Source: an optimization exercise on an open RTL-to-GDS flow (aim: small area and a short achievable clock period). Production flows keep margins and buffers that such runs may drop. At most, simulation tests tie the RTL to the original design; equivalence was not proved. No functional check of the RTL was part of run 3.

[design/flow/design.v]
`timescale 1ns / 1ps
module line_buffer_3x3 #(
    parameter IMG_W = 256
)(
    input  wire        clk,
    input  wire        rst,
    input  wire [7:0]  pixel_in,
    output wire [7:0]  w0,w1,w2,w3,w4,w5,w6,w7,w8
);
    reg [7:0] line1 [0:IMG_W-1];
    reg [7:0] line2 [0:IMG_W-1];
    reg [7:0] p0,p1,p2;
    integer i;
    always @(posedge clk or posedge rst) begin
        if (rst) begin
            p0<=0; p1<=0; p2<=0;
            for (i=0;i<IMG_W;i=i+1) begin
                line1[i]<=0; line2[i]<=0;
            end
        end else begin
            p2<=p1; p1<=p0; p0<=pixel_in;
            for (i=IMG_W-1;i>0;i=i-1) begin
                line2[i]<=line2[i-1];
                line1[i]<=line1[i-1];
            end
            line2[0]<=line1[IMG_W-1];
            line1[0]<=pixel_in;
        end
    end
    assign w0=line2[2]; assign w1=line2[1]; assign w2=line2[0];
    assign w3=line1[2]; assign w4=line1[1]; assign w5=line1[0];
    assign w6=p2;       assign w7=p1;       assign w8=p0;
endmodule
module line_buffer_5x5 #(
    parameter IMG_W = 256
)(
    input  wire        clk,
    input  wire        rst,
    input  wire [7:0]  pixel_in,
    output wire [7:0] w0,  w1,  w2,  w3,  w4,
    output wire [7:0] w5,  w6,  w7,  w8,  w9,
    output wire [7:0] w10, w11, w12, w13, w14,
    output wire [7:0] w15, w16, w17, w18, w19,
    output wire [7:0] w20, w21, w22, w23, w24
);
    reg [7:0] line [0:3][0:IMG_W-1];
    reg [7:0] p0,p1,p2,p3,p4;
    integer i,j;
    always @(posedge clk or posedge rst) begin
        if (rst) begin
            p0<=0; p1<=0; p2<=0; p3<=0; p4<=0;
            for (j=0;j<4;j=j+1)
                for (i=0;i<IMG_W;i=i+1)
                    line[j][i] <= 0;
        end else begin
            p4<=p3; p3<=p2; p2<=p1; p1<=p0; p0<=pixel_in;
            for (j=3;j>0;j=j-1)
                for (i=IMG_W-1;i>0;i=i-1)
                    line[j][i] <= line[j][i-1];
            for (i=IMG_W-1;i>0;i=i-1)
                line[0][i] <= line[0][i-1];
            line[3][0] <= line[2][IMG_W-1];
            line[2][0] <= line[1][IMG_W-1];
            line[1][0] <= line[0][IMG_W-1];
            line[0][0] <= pixel_in;
        end
    end
    assign w0=line[3][4];  assign w1=line[3][3];  assign w2=line[3][2];  assign w3=line[3][1];  assign w4=line[3][0];
    assign w5=line[2][4];  assign w6=line[2][3];  assign w7=line[2][2];  assign w8=line[2][1];  assign w9=line[2][0];
    assign w10=line[1][4]; assign w11=line[1][3]; assign w12=line[1][2]; assign w13=line[1][1]; assign w14=line[1][0];
    assign w15=line[0][4]; assign w16=line[0][3]; assign w17=line[0][2]; assign w18=line[0][1]; assign w19=line[0][0];
    assign w20=p4;         assign w21=p3;         assign w22=p2;         assign w23=p1;         assign w24=p0;
endmodule
module morph_dilate_3x3(
    input  wire [7:0] w0,w1,w2,w3,w4,w5,w6,w7,w8,
    output reg  [7:0] out
);
    always @(*) begin
        out=w0;
        if(w1>out)out=w1; if(w2>out)out=w2; if(w3>out)out=w3;
        if(w4>out)out=w4; if(w5>out)out=w5; if(w6>out)out=w6;
        if(w7>out)out=w7; if(w8>out)out=w8;
    end
endmodule
module morph_erode_3x3(
    input  wire [7:0] w0,w1,w2,w3,w4,w5,w6,w7,w8,
    output reg  [7:0] out
);
    always @(*) begin
        out=w0;
        if(w1<out)out=w1; if(w2<out)out=w2; if(w3<out)out=w3;
        if(w4<out)out=w4; if(w5<out)out=w5; if(w6<out)out=w6;
        if(w7<out)out=w7; if(w8<out)out=w8;
    end
endmodule
module morph_dilate_5x5(
    input wire [7:0] w0, w1, w2, w3, w4,
    input wire [7:0] w5, w6, w7, w8, w9,
    input wire [7:0] w10,w11,w12,w13,w14,
    input wire [7:0] w15,w16,w17,w18,w19,
    input wire [7:0] w20,w21,w22,w23,w24,
    output reg [7:0] out
);
    always @(*) begin
        out = w0;
        if(w1>out)out=w1; if(w2>out)out=w2; if(w3>out)out=w3; if(w4>out)out=w4;
        if(w5>out)out=w5; if(w6>out)out=w6; if(w7>out)out=w7; if(w8>out)out=w8; if(w9>out)out=w9;
        if(w10>out)out=w10; if(w11>out)out=w11; if(w12>out)out=w12; if(w13>out)out=w13; if(w14>out)out=w14;
        if(w15>out)out=w15; if(w16>out)out=w16; if(w17>out)out=w17; if(w18>out)out=w18; if(w19>out)out=w19;
        if(w20>out)out=w20; if(w21>out)out=w21; if(w22>out)out=w22; if(w23>out)out=w23; if(w24>out)out=w24;
    end
endmodule
module morph_erode_5x5(
    input wire [7:0] w0, w1, w2, w3, w4,
    input wire [7:0] w5, w6, w7, w8, w9,
    input wire [7:0] w10,w11,w12,w13,w14,
    input wire [7:0] w15,w16,w17,w18,w19,
    input wire [7:0] w20,w21,w22,w23,w24,
    output reg [7:0] out
);
    always @(*) begin
        out = w0;
        if(w1<out)out=w1; if(w2<out)out=w2; if(w3<out)out=w3; if(w4<out)out=w4;
        if(w5<out)out=w5; if(w6<out)out=w6; if(w7<out)out=w7; if(w8<out)out=w8; if(w9<out)out=w9;
        if(w10<out)out=w10; if(w11<out)out=w11; if(w12<out)out=w12; if(w13<out)out=w13; if(w14<out)out=w14;
        if(w15<out)out=w15; if(w16<out)out=w16; if(w17<out)out=w17; if(w18<out)out=w18; if(w19<out)out=w19;
        if(w20<out)out=w20; if(w21<out)out=w21; if(w22<out)out=w22; if(w23<out)out=w23; if(w24<out)out=w24;
    end
endmodule
module morph_edge_enhance(
    input  wire [7:0] pixel,
    input  wire [7:0] dilate,
    input  wire [7:0] erode,
    output wire [7:0] edge_out
);
    wire [7:0] yd, ye, emax, emin, diff;
    wire [8:0] sum;
    assign yd = (dilate > pixel) ? (dilate - pixel) : 8'd0;
    assign ye = (pixel > erode)  ? (pixel - erode)  : 8'd0;
    assign emax = (yd > ye) ? yd : ye;
    assign emin = (yd < ye) ? yd : ye;
    assign diff = emax - emin;
    assign sum = yd + ye + (diff >> 1);
    assign edge_out = (sum > 255) ? 8'hFF : sum[7:0];
endmodule
module morph_top_multiscale #(
    parameter IMG_W = 256
)(
    input  wire        clk,
    input  wire        rst,
    input  wire [7:0]  pixel_in,
    output reg  [7:0]  pixel_out
);
    wire [7:0] w0,w1,w2,w3,w4,w5,w6,w7,w8;
    wire [7:0] dilate_3, erode_3, edge_3;
    line_buffer_3x3 u_lb3 (
        .clk(clk), .rst(rst), .pixel_in(pixel_in),
        .w0(w0), .w1(w1), .w2(w2),
        .w3(w3), .w4(w4), .w5(w5),
        .w6(w6), .w7(w7), .w8(w8)
    );
    morph_dilate_3x3 u_d3 (
        w0,w1,w2,w3,w4,w5,w6,w7,w8,
        dilate_3
    );
    morph_erode_3x3 u_e3 (
        w0,w1,w2,w3,w4,w5,w6,w7,w8,
        erode_3
    );
    morph_edge_enhance u_edge3 (
        .pixel(pixel_in),
        .dilate(dilate_3),
        .erode(erode_3),
        .edge_out(edge_3)
    );
    wire [7:0]
        w50,w51,w52,w53,w54,
        w55,w56,w57,w58,w59,
        w510,w511,w512,w513,w514,
        w515,w516,w517,w518,w519,
        w520,w521,w522,w523,w524;
    wire [7:0] dilate_5, erode_5, edge_5;
    line_buffer_5x5 u_lb5 (
        .clk(clk), .rst(rst), .pixel_in(pixel_in),
        .w0(w50),  .w1(w51),  .w2(w52),  .w3(w53),  .w4(w54),
        .w5(w55),  .w6(w56),  .w7(w57),  .w8(w58),  .w9(w59),
        .w10(w510),.w11(w511),.w12(w512),.w13(w513),.w14(w514),
        .w15(w515),.w16(w516),.w17(w517),.w18(w518),.w19(w519),
        .w20(w520),.w21(w521),.w22(w522),.w23(w523),.w24(w524)
    );
    morph_dilate_5x5 u_d5 (
        w50,w51,w52,w53,w54,
        w55,w56,w57,w58,w59,
        w510,w511,w512,w513,w514,
        w515,w516,w517,w518,w519,
        w520,w521,w522,w523,w524,
        dilate_5
    );
    morph_erode_5x5 u_e5 (
        w50,w51,w52,w53,w54,
        w55,w56,w57,w58,w59,
        w510,w511,w512,w513,w514,
        w515,w516,w517,w518,w519,
        w520,w521,w522,w523,w524,
        erode_5
    );
    morph_edge_enhance u_edge5 (
        .pixel(pixel_in),
        .dilate(dilate_5),
        .erode(erode_5),
        .edge_out(edge_5)
    );
    wire [8:0] fuse_sum;
    wire [7:0] edge_fused;
    assign fuse_sum   = edge_3 + edge_5;
    assign edge_fused = fuse_sum >> 1;    
    reg [31:0] pix_cnt;
    wire       valid_pipe;
    assign valid_pipe = (pix_cnt > (IMG_W * 5));  
    always @(posedge clk) begin
        if (rst) begin
            pixel_out <= 8'd0;
            pix_cnt   <= 32'd0;
        end else begin
            pix_cnt <= pix_cnt + 1;
            if (valid_pipe)
                pixel_out <= edge_fused;
            else
                pixel_out <= 8'd0;    
        end
    end
endmodule
[design/flow/run.sh]
#!/bin/bash
# synth_recipe.tcl (not shown) runs the flow's synth.tcl, then flattens the netlist and writes it again
# the make line also repeats each setting of config.mk as NAME=value (left out here)
make -C /OpenROAD-flow-scripts/flow DESIGN_CONFIG=/design/flow/config.mk WORK_HOME=/design/flow/orfs CLKGATE_MAP_FILE= SYNTH_SCRIPT=/design/flow/synth_recipe.tcl finish
[design/flow/config.mk]
export PLATFORM = sky130hd
export DESIGN_NAME = morph_top_multiscale
export DESIGN_NICKNAME = morph_top_multiscale
export VERILOG_FILES = /design/flow/design.v
export SDC_FILE = /design/flow/constraint.sdc
export NUM_CORES = 4
export LEC_CHECK = 0
export CAP_MARGIN = 20
export CORE_MARGIN = 2
export CORE_UTILIZATION = 45
export SLEW_MARGIN = 20
[design/flow/constraint.sdc]
create_clock -name core_clock -period 58.0 [get_ports {clk}]
set_input_delay 11.6000 -clock core_clock [delete_from_list [all_inputs] [get_ports {clk}]]
set_output_delay 11.6000 -clock core_clock [all_outputs]
set_load 0.01 [all_outputs]
==> results.py, run 1 <==
metrics = {
    "outcome": {
        "status": "timing/DRC/antenna clean",
    },
    "hold_path": {
        "min_path_type": "flip-flop to flip-flop",
        "min_to": "u_lb5.line[64][0]",
        "whs_path_depth": 0,
        "holdCritStartpoint": "u_lb5.line[63][0]",
    },
    "setup_path": {
        "critPathKind": "flip-flop to flip-flop",
        "worst_path_most_repeated_cell": "ha_1",
        "path_buf_inv": 52,
        "cp_slowest_cell": "or4_4",
        "r2r-start": "u_lb5.line[771][1]",
        "critPathMaxFanout": 11,
        "rr_endpoint": "pixel_out[6]",
        "crit_required_ps": 58880,
        "crit_path_max_incr_delay_ps": 560,
        "r2r_slack_ps": 4110,
        "rr_worst_depth": 315,
        "crit_family": "compound AO/OA/AOI/OAI gates",
        "cp.depth": 315,
        "crit_arrival_ps": 54770,
        "startpoint_type": "flip-flop",
        "cp-end-kind": "flip-flop",
    },
    "final_layout": {
        "final_common_cell": "dfrtp_1",
        "areaGrowthSynthToFinish_pct": 17.6,
        "final_net_count": 11300,
        "final_cell_mix": "6,184 x dfrtp_1, 586 x clkbuf_16, 507 x ha_1, 505 x buf_4, 444 x inv_1",
        "fill_cells": 29700,
        "multi_input_area_um2": 22800,
        "ff_latch_area_um2": 156000,
        "design_area_um2": 211000,
        "drive_gt1_frac": 0.156,
    },
    "placed_design": {
        "port-buffer-count": 17,
        "hpwl_mm": 164,
        "gp_congestion": 0.868,
        "place_area_um2": 190000,
    },
    "grt": {
        "grt-busiest-layer": "met2",
        "grt.total_usage": 0.174,
        "grt_pass1_vias": 89700,
        "grt_use_met1": 0.261,
        "grt_max_degree": 219,
        "met2_usage": 0.272,
        "antenna_found_initial": 18,
        "grt_pass1_wl_mm": 551,
        "use_met3": 0.0243,
        "gr-total-overflow": 0,
    },
    "timing": {
        "max_freq_mhz": 18.6,
        "worst_clock_skew_ps": 58.4,
        "tns_ps": 0,
        "final.period_utilization": 0.929,
        "holdWs_ps": 307,
        "relSlewSlack": 0.339,
        "finalSetupViolCount": 0,
        "drv_slew": 0,
        "hold_viol_final": 0,
        "layout_min_cycle_time_ps": 53890,
        "worst_pin_slew_ps": 987,
    },
    "logic_synthesis": {
        "syn_area_per_cell_um2": 18.6,
        "synth-edff-count": 0,
        "yosys.area.top_type": "dfrtp_1",
        "yosysUniqueCellTypes": 116,
        "synth_cells": 9671,
        "yosysTopAreaCellShare": 0.861,
        "yosysSeqAreaShare": 0.866,
        "syn_area_um2": 180000,
        "postSynthNetCount": 10200,
        "async_flop_share": 0.994,
        "ys_warn_count": 10,
        "ys.flop_type": "dfrtp_1",
        "ys_ff_latch": 6224,
        "synthTopCellsByArea": "dfrtp_1 86%, ha_1 3.5%, inv_1 0.93%, a21oi_1 0.81%, o21ai_0 0.66%",
    },
    "die": {
        "die_h_um": 636,
        "fp.dieW_um": 636,
        "dieArea_um2": 404000,
        "start_util": 0.451,
        "ios": 18,
        "core_area_um2": 399000,
        "rows": 232,
    },
    "cts": {
        "cts_max_level": 6,
        "holdBufCountCts": 0,
        "cts_root_buf": "clkbuf_16",
        "clock_latency_ps": 1030,
        "cts_tree": "built",
        "clk_pin_slew_ps": 70,
        "cts_max_path_buffers": 4,
        "cts_buffers": 581,
        "clock-sinks": 6224,
    },
    "routing": {
        "drc_errors": 0,
        "wl_per_cell_um": 21.1,
        "vias_per_cell": 4.73,
        "drt_iter0_drc": 5717,
        "wl_mm": 347,
        "ant_nets": 0,
        "first_pass_iters": 6,
        "via_count": 77900,
    },
    "run": {
        "max_cap_viol_count": 0,
    },
}
## cell usage after synthesis (50+ instances only)
library cell	number
nand2_1	213
nand3_1	76
inv_1	446
dfrtp_1	6184
o21a_1	55
mux2i_1	105
mux2_2	98
o21ai_0	236
a21oi_1	290
nand2b_1	57
nor2b_1	68
clkbuf_1	77
ha_1	509
xor2_1	50
a21o_1	138
nor2_1	288
## what timing repair did
item	CTS	global route
endpoints found under the setup margin	3	8
gates cloned	0	1
pin swaps	0	31
buffers inserted	0	32
resized for setup	1	172
## flip-flops by register name, indices dropped and copies added, names as in the netlist
| name | flops |
|---|---|
| u_lb3.line1 | 344 |
| u_lb3.line2 | 24 |
| pixel_out | 8 |
| u_lb3.p2 | 8 |
| pix_cnt | 32 |
| u_lb3.p0 | 8 |
| u_lb5.line | 5792 |
| u_lb3.p1 | 8 |
## worst max path at each step
stage | start | to
after floorplan | rst | u_lb3.line1[10][0]
after CTS | u_lb5.line[771][1] | pixel_out[7]
final | u_lb5.line[771][1] | pixel_out[6]
after global routing | u_lb5.line[771][1] | pixel_out[7]
after detailed placement | u_lb5.line[771][1] | pixel_out[7]
after global placement | u_lb5.line[771][6] | pixel_out[6]
## metal layers
layer,share of wire,wire length (um)
met4,0.025,8820
met5,0,0
met1,0.47,162000
met3,0.033,11500
met2,0.47,164000
## worst register-to-register path, delay by kind of cell (launching register included)
family                   cells  cell delay (ps)
buffers and inverters       52             6390
XOR/XNOR                     3              500
AND/OR/NAND/NOR             81            11630
adder cells (fa/ha/maj)     31             8980
flip-flops                   1              430
AO/OA/AOI/OAI              132            22010
multiplexers                16             3820
## final cells by class
| class | count | area share |
|---|---|---|
| multi-input cells | 2910 | 0.108 |
| well taps | 5265 | 0.0312 |
| repair buffers | 575 | 0.0229 |
| diodes | 10 | 0.000118 |
| flip-flops and latches | 6224 | 0.736 |
| clock inverters | 190 | 0.0135 |
| inverters | 449 | 0.00800 |
| clock buffers | 851 | 0.0803 |
## kinds of logic after synthesis
| family | share of synthesized area |
|---|---|
| DFF | 0.866 |
| adders and majority gates | 0.0383 |
| and+or+nand+nor | 0.0272 |
| buffers and inverters | 0.0113 |
| xor gates and xnor gates | 0.00483 |
| muxes | 0.0122 |
| AOI/OAI and AO/OA | 0.0404 |
## per-stage QoR
stage                     setup WS, ps  cells  utilization
after global placement             135  15400        0.477
after floorplan                 -39760   9671            -
final                             4110  16500        0.530
after global routing              -169  16500        0.530
after detailed placement          94.2  15400        0.477
after CTS                         11.2  16400        0.527
==> run 2, diff against run 1 <==
==> design/flow/design.v (replaced) <==
module morph_edge_enhance(
    input  wire [7:0] pixel,
    input  wire [7:0] dilate,
    input  wire [7:0] erode,
    output wire [7:0] edge_out
);
    wire [7:0] yd, ye, emax, emin, diff;
    wire [8:0] sum;
    assign yd = (dilate > pixel) ? (dilate - pixel) : 8'd0;
    assign ye = (pixel > erode)  ? (pixel - erode)  : 8'd0;
    assign emax = (yd > ye) ? yd : ye;
    assign emin = (yd < ye) ? yd : ye;
    assign diff = emax - emin;
    assign sum = yd + ye + (diff >> 1);
    assign edge_out = (sum > 255) ? 8'hFF : sum[7:0];
endmodule
module morph_top_multiscale #(
    parameter IMG_W = 256
)(
    input  wire        clk,
    input  wire        rst,
    input  wire [7:0]  pixel_in,
    output reg  [7:0]  pixel_out
);
    localparam N = 3*IMG_W + 4;           
    reg [8*N-1:0] sr;
    always @(posedge clk)
        sr <= {sr[8*N-9:0], pixel_in};
    function [7:0] mx(input [7:0] a, input [7:0] b);
        mx = (a > b) ? a : b;
    endfunction
    function [7:0] mn(input [7:0] a, input [7:0] b);
        mn = (a < b) ? a : b;
    endfunction
    wire [7:0] a0 = sr[8*(1)-1 -: 8], a1 = sr[8*(2)-1 -: 8];
    wire [7:0] b0 = sr[8*(IMG_W)-1 -: 8], b1 = sr[8*(IMG_W+1)-1 -: 8], b2 = sr[8*(IMG_W+2)-1 -: 8];
    wire [7:0] a2 = sr[8*(3)-1 -: 8], a3 = sr[8*(4)-1 -: 8], b3 = sr[8*(IMG_W+3)-1 -: 8], b4 = sr[8*(IMG_W+4)-1 -: 8];
    wire [7:0] c0 = sr[8*(2*IMG_W)-1 -: 8], c1 = sr[8*(2*IMG_W+1)-1 -: 8], c2 = sr[8*(2*IMG_W+2)-1 -: 8],
               c3 = sr[8*(2*IMG_W+3)-1 -: 8], c4 = sr[8*(2*IMG_W+4)-1 -: 8];
    wire [7:0] d0 = sr[8*(3*IMG_W)-1 -: 8], d1 = sr[8*(3*IMG_W+1)-1 -: 8], d2 = sr[8*(3*IMG_W+2)-1 -: 8],
               d3 = sr[8*(3*IMG_W+3)-1 -: 8], d4 = sr[8*(3*IMG_W+4)-1 -: 8];
    wire [7:0] r3max = mx(mx(mx(a0, a1), b0), mx(b1, b2));
    wire [7:0] r3min = mn(mn(mn(a0, a1), b0), mn(b1, b2));
    wire [7:0] r5max = mx(mx(mx(r3max, mx(a2, a3)), mx(mx(b3, b4), mx(c0, c1))),
                          mx(mx(mx(c2, c3), mx(c4, d0)), mx(mx(d1, d2), mx(d3, d4))));
    wire [7:0] r5min = mn(mn(mn(r3min, mn(a2, a3)), mn(mn(b3, b4), mn(c0, c1))),
                          mn(mn(mn(c2, c3), mn(c4, d0)), mn(mn(d1, d2), mn(d3, d4))));
    reg [7:0] dil3, ero3, dil5, ero5;
    always @(posedge clk) begin
        dil3 <= mx(pixel_in, r3max);
        ero3 <= mn(pixel_in, r3min);
        dil5 <= mx(pixel_in, r5max);
        ero5 <= mn(pixel_in, r5min);
    end
    wire [7:0] edge_3, edge_5;
    morph_edge_enhance u_edge3 (.pixel(pixel_in), .dilate(dil3), .erode(ero3), .edge_out(edge_3));
    morph_edge_enhance u_edge5 (.pixel(pixel_in), .dilate(dil5), .erode(ero5), .edge_out(edge_5));
    wire [8:0] fuse_sum = edge_3 + edge_5;
    reg [10:0] cnt;
    wire       valid = (cnt == 11'd1281);
    always @(posedge clk) begin
        if (rst) begin
            pixel_out <= 8'd0;
            cnt       <= 11'd0;
        end else begin
            if (!valid)
                cnt <= cnt + 11'd1;
            pixel_out <= valid ? fuse_sum[8:1] : 8'd0;
        end
    end
endmodule
==> results.py, run 2 <==
metrics = {
    "setup_path": {
        "crit_required_ps": 58830,
        "crit_path_max_incr_delay_ps": 750,
        "cp-end-kind": "flip-flop",
        "startpoint_type": "primary input",
        "cp_slowest_cell": "o41ai_1",
        "critPathMaxFanout": 7,
        "crit_arrival_ps": 22060,
        "worst_path_most_repeated_cell": "a21oi_1",
        "critPathKind": "primary input to flip-flop",
    },
    "timing": {
        "final.period_utilization": 0.366,
        "layout_min_cycle_time_ps": 21230,
        "hold_viol_final": 0,
        "max_freq_mhz": 47.1,
        "finalSetupViolCount": 0,
        "tns_ps": 0,
        "worst_pin_slew_ps": 1000,
        "relSlewSlack": 0.330,
        "worst_clock_skew_ps": 65.0,
        "drv_slew": 0,
        "rsz0062_at_grt": "no",
    },
    "routing": {
        "drc_errors": 0,
        "wl_mm": 183,
        "via_count": 54000,
        "vias_per_cell": 4.06,
        "wl_per_cell_um": 13.7,
        "drt_iter0_drc": 2196,
        "first_pass_iters": 5,
        "ant_nets": 0,
    },
    "die": {
        "ios": 18,
        "start_util": 0.452,
        "dieArea_um2": 314000,
        "rows": 204,
        "fp.dieW_um": 561,
        "die_h_um": 561,
        "core_area_um2": 309000,
    },
    "cts": {
        "cts_buffers": 557,
        "cts_max_level": 6,
        "clock-sinks": 6227,
        "cts_root_buf": "clkbuf_16",
        "post-cts-setup-buffer-count": 0,
        "cts_resized": 0,
        "clock_latency_ps": 960,
        "clk_pin_slew_ps": 60,
        "holdBufCountCts": 0,
        "cts_max_path_buffers": 4,
        "cts_tree": "built",
    },
    "logic_synthesis": {
        "synth-edff-count": 0,
        "synthTopCellsByArea": "dfxtp_1 89%, ha_1 2.9%, mux2i_1 1.5%, inv_1 0.72%, a21oi_1 0.45%",
        "yosysTopAreaCellShare": 0.894,
        "yosysSeqAreaShare": 0.894,
        "ys.flop_type": "dfxtp_1",
        "synth_common_cells": "6,227 x dfxtp_1, 322 x ha_1, 267 x inv_1",
        "postSynthNetCount": 8539,
        "synth.most_common_cell": "dfxtp_1",
        "syn_area_um2": 139000,
        "ys_warn_count": 1,
        "async_flop_share": 0,
        "ys_ff_latch": 6227,
        "synth_cells": 8184,
        "yosys.area.top_type": "dfxtp_1",
        "syn_area_per_cell_um2": 17.0,
        "yosysUniqueCellTypes": 108,
    },
    "final_layout": {
        "areaGrowthSynthToFinish_pct": 16.9,
        "finalNonFillerCells": 13300,
        "top_register": "sr",
        "final_net_count": 9094,
        "drive_gt1_frac": 0.105,
        "final_cell_mix": "6,227 x dfxtp_1, 565 x clkbuf_16, 322 x ha_1, 267 x inv_1, 203 x mux2i_1",
        "final_core_util": 0.528,
        "largestRegisters": "sr x6176, cnt x11",
        "final_common_cell": "dfxtp_1",
        "design_area_um2": 163000,
        "largest_reg_flops": 6176,
    },
    "grt": {
        "gr-total-overflow": 0,
        "grt.total_usage": 0.117,
        "grt_pass1_vias": 56100,
        "grt_pass1_wl_mm": 303,
        "grt_max_degree": 22,
        "antenna_found_initial": 7,
    },
    "run": {
        "max_cap_viol_count": 0,
    },
    "placed_design": {
        "post-place-cells": 12300,
        "hpwl_mm": 104,
        "place_area_um2": 145000,
        "port-buffer-count": 17,
        "gp_congestion": 0.744,
    },
    "outcome": {
        "status": "timing/DRC/antenna clean",
    },
    "hold_path": {
        "min_path_type": "flip-flop to flip-flop",
    },
}
==> run 2: cell types whose count changed after synthesis, moves of 67 or more <==
cell,change
o21ai_0,-152
a21oi_1,-165
ha_1,-187
clkbuf_1,-67
mux2_2,-72
dfrtp_1,-6184
nand2_1,-81
a21o_1,-93
dfxtp_1,+6187
inv_1,-179
nor2_1,-187
mux2i_1,+98
==> run 2: through the flow <==
step	setup slack [ps]	hold WS, ps
detailed placement	35520	312
global route	35540	279
CTS	36520	267
finish	36770	278
global placement	35360	310
floorplan	38540	310
==> run 2: worst paths after layout <==
check | from | to | slack, ps | cells past startpoint
hold reg to reg | sr[2447] | sr[2455] | 280 | 0
setup reg to reg | sr[0] | dil5[3] | 43980 | 62
hold / removal | sr[2447] | sr[2455] | 280 | 0
setup / recovery | pixel_in[0] | pixel_out[6] | 36770 | 41
==> run 2: cell type report <==
class                   count  area [um^2]
clock inverters           149         1930
well taps                4120         5150
diodes                      4         10.0
repair buffers             26          238
fillers                 24400       146000
clock buffers             838        16400
inverters                 274         1030
multi-input cells        1653        13600
flip-flops and latches   6227       125000
==> run 2: critical path, delay by kind of cell <==
| family | cells | cell delay [ps] |
|---|---|---|
| adder cells (fa/ha/maj) | 7 | 2570 |
| multiplexers | 1 | 270 |
| buffers and inverters | 4 | 1150 |
| AND/OR/NAND/NOR | 9 | 1820 |
| XOR/XNOR | 3 | 750 |
| AO/OA/AOI/OAI | 17 | 3880 |
==> run 2: cell families (layout without fill, tap and decap cells) <==
logic type | count (synthesis) | in the layout | share of synthesized area
flops | 6227 | 6227 | 0.894
simple gates | 521 | 521 | 0.0192
compound gates | 508 | 508 | 0.0259
fa+ha+maj | 345 | 345 | 0.0322
buf+inv | 304 | 1287 | 0.00869
mux | 230 | 230 | 0.0168
xor+xnor | 49 | 49 | 0.00308
other cells | 0 | 4 | 0
==> run 2: routing by layer <==
metal,track usage,vias up,part of all wire
li1,-,27500,-
met1,0.175,25300,0.53
met2,0.167,704,0.41
met3,0.0248,433,0.037
met4,0.0444,0,0.029
met5,0,-,0
==> run 3, diff against run 2 <==
--- a/design/flow/design.v
+++ b/design/flow/design.v
@@ -4,15 +4,26 @@
     input  wire [7:0] erode,
     output wire [7:0] edge_out
 );
-    wire [7:0] yd, ye, emax, emin, diff;
-    wire [8:0] sum;
-    assign yd = (dilate > pixel) ? (dilate - pixel) : 8'd0;
-    assign ye = (pixel > erode)  ? (pixel - erode)  : 8'd0;
-    assign emax = (yd > ye) ? yd : ye;
-    assign emin = (yd < ye) ? yd : ye;
-    assign diff = emax - emin;
-    assign sum = yd + ye + (diff >> 1);
-    assign edge_out = (sum > 255) ? 8'hFF : sum[7:0];
+    wire [8:0] sum_de = dilate + erode;
+    wire [7:0] half_lo = sum_de[8:1];                  
+    wire [8:0] half_hi = sum_de[8:1] + sum_de[0];      
+    wire [8:0] range  = dilate - erode;
+    wire [8:0] k_lo = range + half_lo;
+    wire [8:0] k_hi = range - half_hi;
+    wire [9:0] d3 = {dilate, 1'b0} + dilate;
+    wire [9:0] e3 = {erode, 1'b0} + erode;
+    wire [9:0] p3 = {pixel, 1'b0} + pixel;
+    wire [9:0] t_lo = d3 - p3;
+    wire [9:0] t_hi = p3 - e3;
+    wire [8:0] s_lo  = t_lo[9:1];
+    wire [8:0] s_mlo = k_lo - pixel;
+    wire [8:0] s_mhi = k_hi + pixel;
+    wire [8:0] s_hi  = t_hi[9:1];
+    wire below = (pixel <= erode);
+    wire above = (pixel >= dilate);
+    wire lower = (pixel <= half_lo);
+    wire [8:0] s = below ? s_lo : above ? s_hi : lower ? s_mlo : s_mhi;
+    assign edge_out = s[7:0] | {8{s[8]}};
 endmodule
 module morph_top_multiscale #(
     parameter IMG_W = 256
==> design/flow/flow/run.sh (new file) <==
#!/bin/bash
# Standard ORFS layout, with timing repair aimed well below the clock period
# (the input-to-register path is otherwise left unoptimised because it meets
# the long clock by a wide margin) and CTS without dummy loads.
set -euo pipefail
bash standard.sh \
  SETUP_SLACK_MARGIN=44 \
  "CTS_ARGS=-sink_clustering_enable -repair_clock_nets -sink_clustering_size 20 -dont_use_dummy_load" \
  finish > standard_flow.log 2>&1
==> design/flow/standard.sh (new file) <==
#!/bin/bash
# synth_recipe.tcl (not shown) runs the flow's synth.tcl, then flattens the netlist and writes it again
# the make line also repeats each setting of config.mk as NAME=value (left out here)
make -C /OpenROAD-flow-scripts/flow DESIGN_CONFIG=/design/flow/config.mk WORK_HOME=/design/flow/orfs CLKGATE_MAP_FILE= SYNTH_SCRIPT=/design/flow/synth_recipe.tcl "${@:-finish}"
--- a/design/flow/config.mk
+++ b/design/flow/config.mk
@@ -7,5 +7,6 @@
 export LEC_CHECK = 0
 export CAP_MARGIN = 20
 export CORE_MARGIN = 2
-export CORE_UTILIZATION = 45
+export CORE_UTILIZATION = 60
+export CTS_CLUSTER_SIZE = 20
 export SLEW_MARGIN = 20
removed: design/flow/run.sh
==> results.py, run 3 <==
metrics = {
    "timing": {
        "finalSetupViolCount": 0,
        "layout_min_cycle_time_ps": 16180,
        "hold_viol_final": 0,
        "worst_clock_skew_ps": 73.1,
        "worst_pin_slew_ps": 1060,
        "tns_ps": 0,
        "final.period_utilization": 0.279,
        "drv_slew": 0,
        "rsz0062_at_grt": "yes",
        "max_freq_mhz": 61.8,
        "relSlewSlack": 0.291,
    },
    "grt": {
        "grt.total_usage": 0.166,
        "gr-total-overflow": 0,
        "grt_pass1_wl_mm": 319,
        "antenna_found_initial": 17,
        "grt_pass1_vias": 58400,
        "grt_max_degree": 21,
    },
    "final_layout": {
        "final_net_count": 9614,
        "final_cell_mix": "6,225 x dfxtp_1, 550 x clkbuf_16, 411 x ha_1, 368 x inv_1, 213 x mux2i_1",
        "final_common_cell": "dfxtp_1",
        "drive_gt1_frac": 0.0862,
        "largest_reg_flops": 6176,
        "areaGrowthSynthToFinish_pct": 13.3,
        "design_area_um2": 161000,
        "largestRegisters": "sr x6176, cnt x11",
        "top_register": "sr",
        "fill_cells": 15200,
    },
    "logic_synthesis": {
        "synth.most_common_cell": "dfxtp_1",
        "synth_common_cells": "6,227 x dfxtp_1, 425 x ha_1, 377 x inv_1",
        "yosysUniqueCellTypes": 80,
        "synthTopCellsByArea": "dfxtp_1 88%, ha_1 3.7%, mux2i_1 1.5%, inv_1 0.99%, fa_1 0.98%",
        "syn_area_per_cell_um2": 16.7,
        "postSynthNetCount": 9005,
        "async_flop_share": 0,
        "syn_area_um2": 142000,
        "yosysTopAreaCellShare": 0.876,
        "ys_warn_count": 1,
        "yosys.area.top_type": "dfxtp_1",
        "synth-edff-count": 0,
        "yosysSeqAreaShare": 0.876,
        "synth_cells": 8500,
        "ys.flop_type": "dfxtp_1",
        "ys_ff_latch": 6227,
    },
    "die": {
        "fp.dieW_um": 491,
        "start_util": 0.604,
        "dieArea_um2": 241000,
        "die_h_um": 491,
        "rows": 178,
        "ios": 18,
        "core_area_um2": 235000,
    },
    "routing": {
        "wl_per_cell_um": 16.1,
        "drc_errors": 0,
        "drt_iter0_drc": 2282,
        "vias_per_cell": 4.52,
        "wl_mm": 197,
        "ant_nets": 0,
        "via_count": 55500,
        "first_pass_iters": 5,
    },
    "placed_design": {
        "port-buffer-count": 17,
        "gp_congestion": 0.837,
        "place_area_um2": 146000,
        "hpwl_mm": 112,
    },
    "setup_path": {
        "startpoint_type": "primary input",
        "rr_worst_depth": 61,
        "critPathMaxFanout": 4,
        "critPathKind": "primary input to flip-flop",
        "crit_arrival_ps": 16990,
        "cp-end-kind": "flip-flop",
        "crit_required_ps": 58810,
    },
    "cts": {
        "cts_max_path_buffers": 4,
        "cts_tree": "built",
        "clock_latency_ps": 900,
        "cts_root_buf": "clkbuf_16",
        "clock-sinks": 6227,
        "holdBufCountCts": 0,
        "clk_pin_slew_ps": 60,
        "cts_buffers": 550,
        "cts_max_level": 6,
    },
    "outcome": {
        "status": "timing/DRC/antenna clean",
    },
    "hold_path": {
        "min_path_type": "flip-flop to flip-flop",
        "whs_path_depth": 0,
    },
    "run": {
        "max_cap_viol_count": 0,
    },
}
==> run 3: cell types whose count changed after synthesis, sizes merged, moves of 13 or more <==
cell / delta
inv: +107
ha: +103
nor2: +54
a21oi: +53
fa: +47
nand2: -39
xnor2: +36
nor3: -28
o21bai: +18
o21ai: +17
mux2: +15
mux2i: +14
or2: -14
a2111oi: -13
==> run 3: cell type report <==
cell class                 instances  area [um^2]  area share
multi-input combinational       1854        16500       0.102
inverter                         381         1450     0.00901
clock buffer                     550        13800      0.0854
antenna                           11         27.5    0.000171
sequential                      6227       125000       0.773
timing repair buffer              95          928     0.00576
tap                             3150         3940      0.0244
==> run 3: final timing paths <==
kind,start,end,slack (ps)
max,pixel_in[1],pixel_out[7],41820
max reg2reg,sr[10],dil5[0],44880
min reg2reg,sr[2226],sr[2234],260
min,sr[2226],sr[2234],260
==> run 3: worst max-delay path, stage by stage <==
cell      delay (ps)
buf_6            100
buf_12           130
ha_4             160
fa_2             440
a211oi_4         270
o21bai_1         140
a21oi_4          200
xnor2_4          130
buf_6            150
fa_1             470
ha_2             190
or4_1            520
o22ai_1          150
xor3_2           310
a32oi_2          230
o41ai_4          130
a311oi_2         240
buf_4            160
nand2_2           50
fa_2             370
nor2b_4          130
o21ai_2           60
nand2b_1         110
a21oi_2           70
o21ai_2          150
a21o_1           150
a21oi_2           50
nor2_1           110
==> run 3: cell families after synthesis <==
group,synth area share
compound gates,0.0252
buf+inv,0.0114
simple gates,0.0153
flops,0.876
fa+ha+maj,0.0472
xor+xnor,0.00606
mux,0.0187
==> run 3: layer usage <==
layer / vias up / GRT usage / wire length (um)
met5: - / 0 / 0
met4: 0 / 0.0582 / 5190
met1: 26200 / 0.246 / 101000
met3: 409 / 0.0316 / 7620
met2: 810 / 0.245 / 83600
li1: 28100 / - / -
==> run 3: stage by stage <==
| stage | worst slack (ps) | util | instances | hold WS (ps) |
|---|---|---|---|---|
| 5_1_grt | 41630 | 0.685 | 12300 | 261 |
| 6_report | 41820 | 0.685 | 12300 | 262 |
| 3_5_place_dp | 39890 | 0.622 | 11600 | 312 |
| 4_1_cts | 41600 | 0.683 | 12200 | 265 |
| 3_3_place_gp | 39890 | 0.622 | 11600 | 310 |
| 2_1_floorplan | 41740 | - | 8500 | 310 |
==> run 3: repair_timing <==
| action | in CTS | in global routing |
|---|---|---|
| endpoints found under the setup margin | 13 | 24 |
| buffers inserted | 45 | 16 |
| resized for setup | 77 | 42 |
| pin swaps | 29 | 40 |

==> port drivers added, routing unchanged <==
The results above use ideal ports. As a check the final layouts listed here were re-extracted and re-timed, cells and wires unchanged. Step 1: set_driving_cell puts a clkbuf_16 on clk and a buf_2 on each other input, an assumption about the parent block. Step 2 times the ports against the registers' clock, not the clock port: input delays grow and output delays shrink by t, the midpoint of the rising clock arrivals with the driver on. a / b / c = no drivers / after step 1 / after step 2; a / b = the first two.
run	shift t [ns]	setup slack, ns	worst hold slack (ns)	slew at the worst register clock pin (ns)	cell pins on the clock port's net
run 1	1.115	4.110 / 4.110 / 4.110	0.307 / 0.307 / 0.307	0.10 / 0.10	1
run 2	1.024	36.770 / 36.795 / 35.771	0.278 / 0.278 / 0.278	0.07 / 0.07	1
run 3	0.978	41.817 / 41.873 / 40.895	0.262 / 0.262 / 0.262	0.07 / 0.07	1
After both steps every run listed still meets setup and hold. For run 2, which loses most, drivers alone change the setup slack by +0.025 ns; drivers and shift together by -0.999 ns.
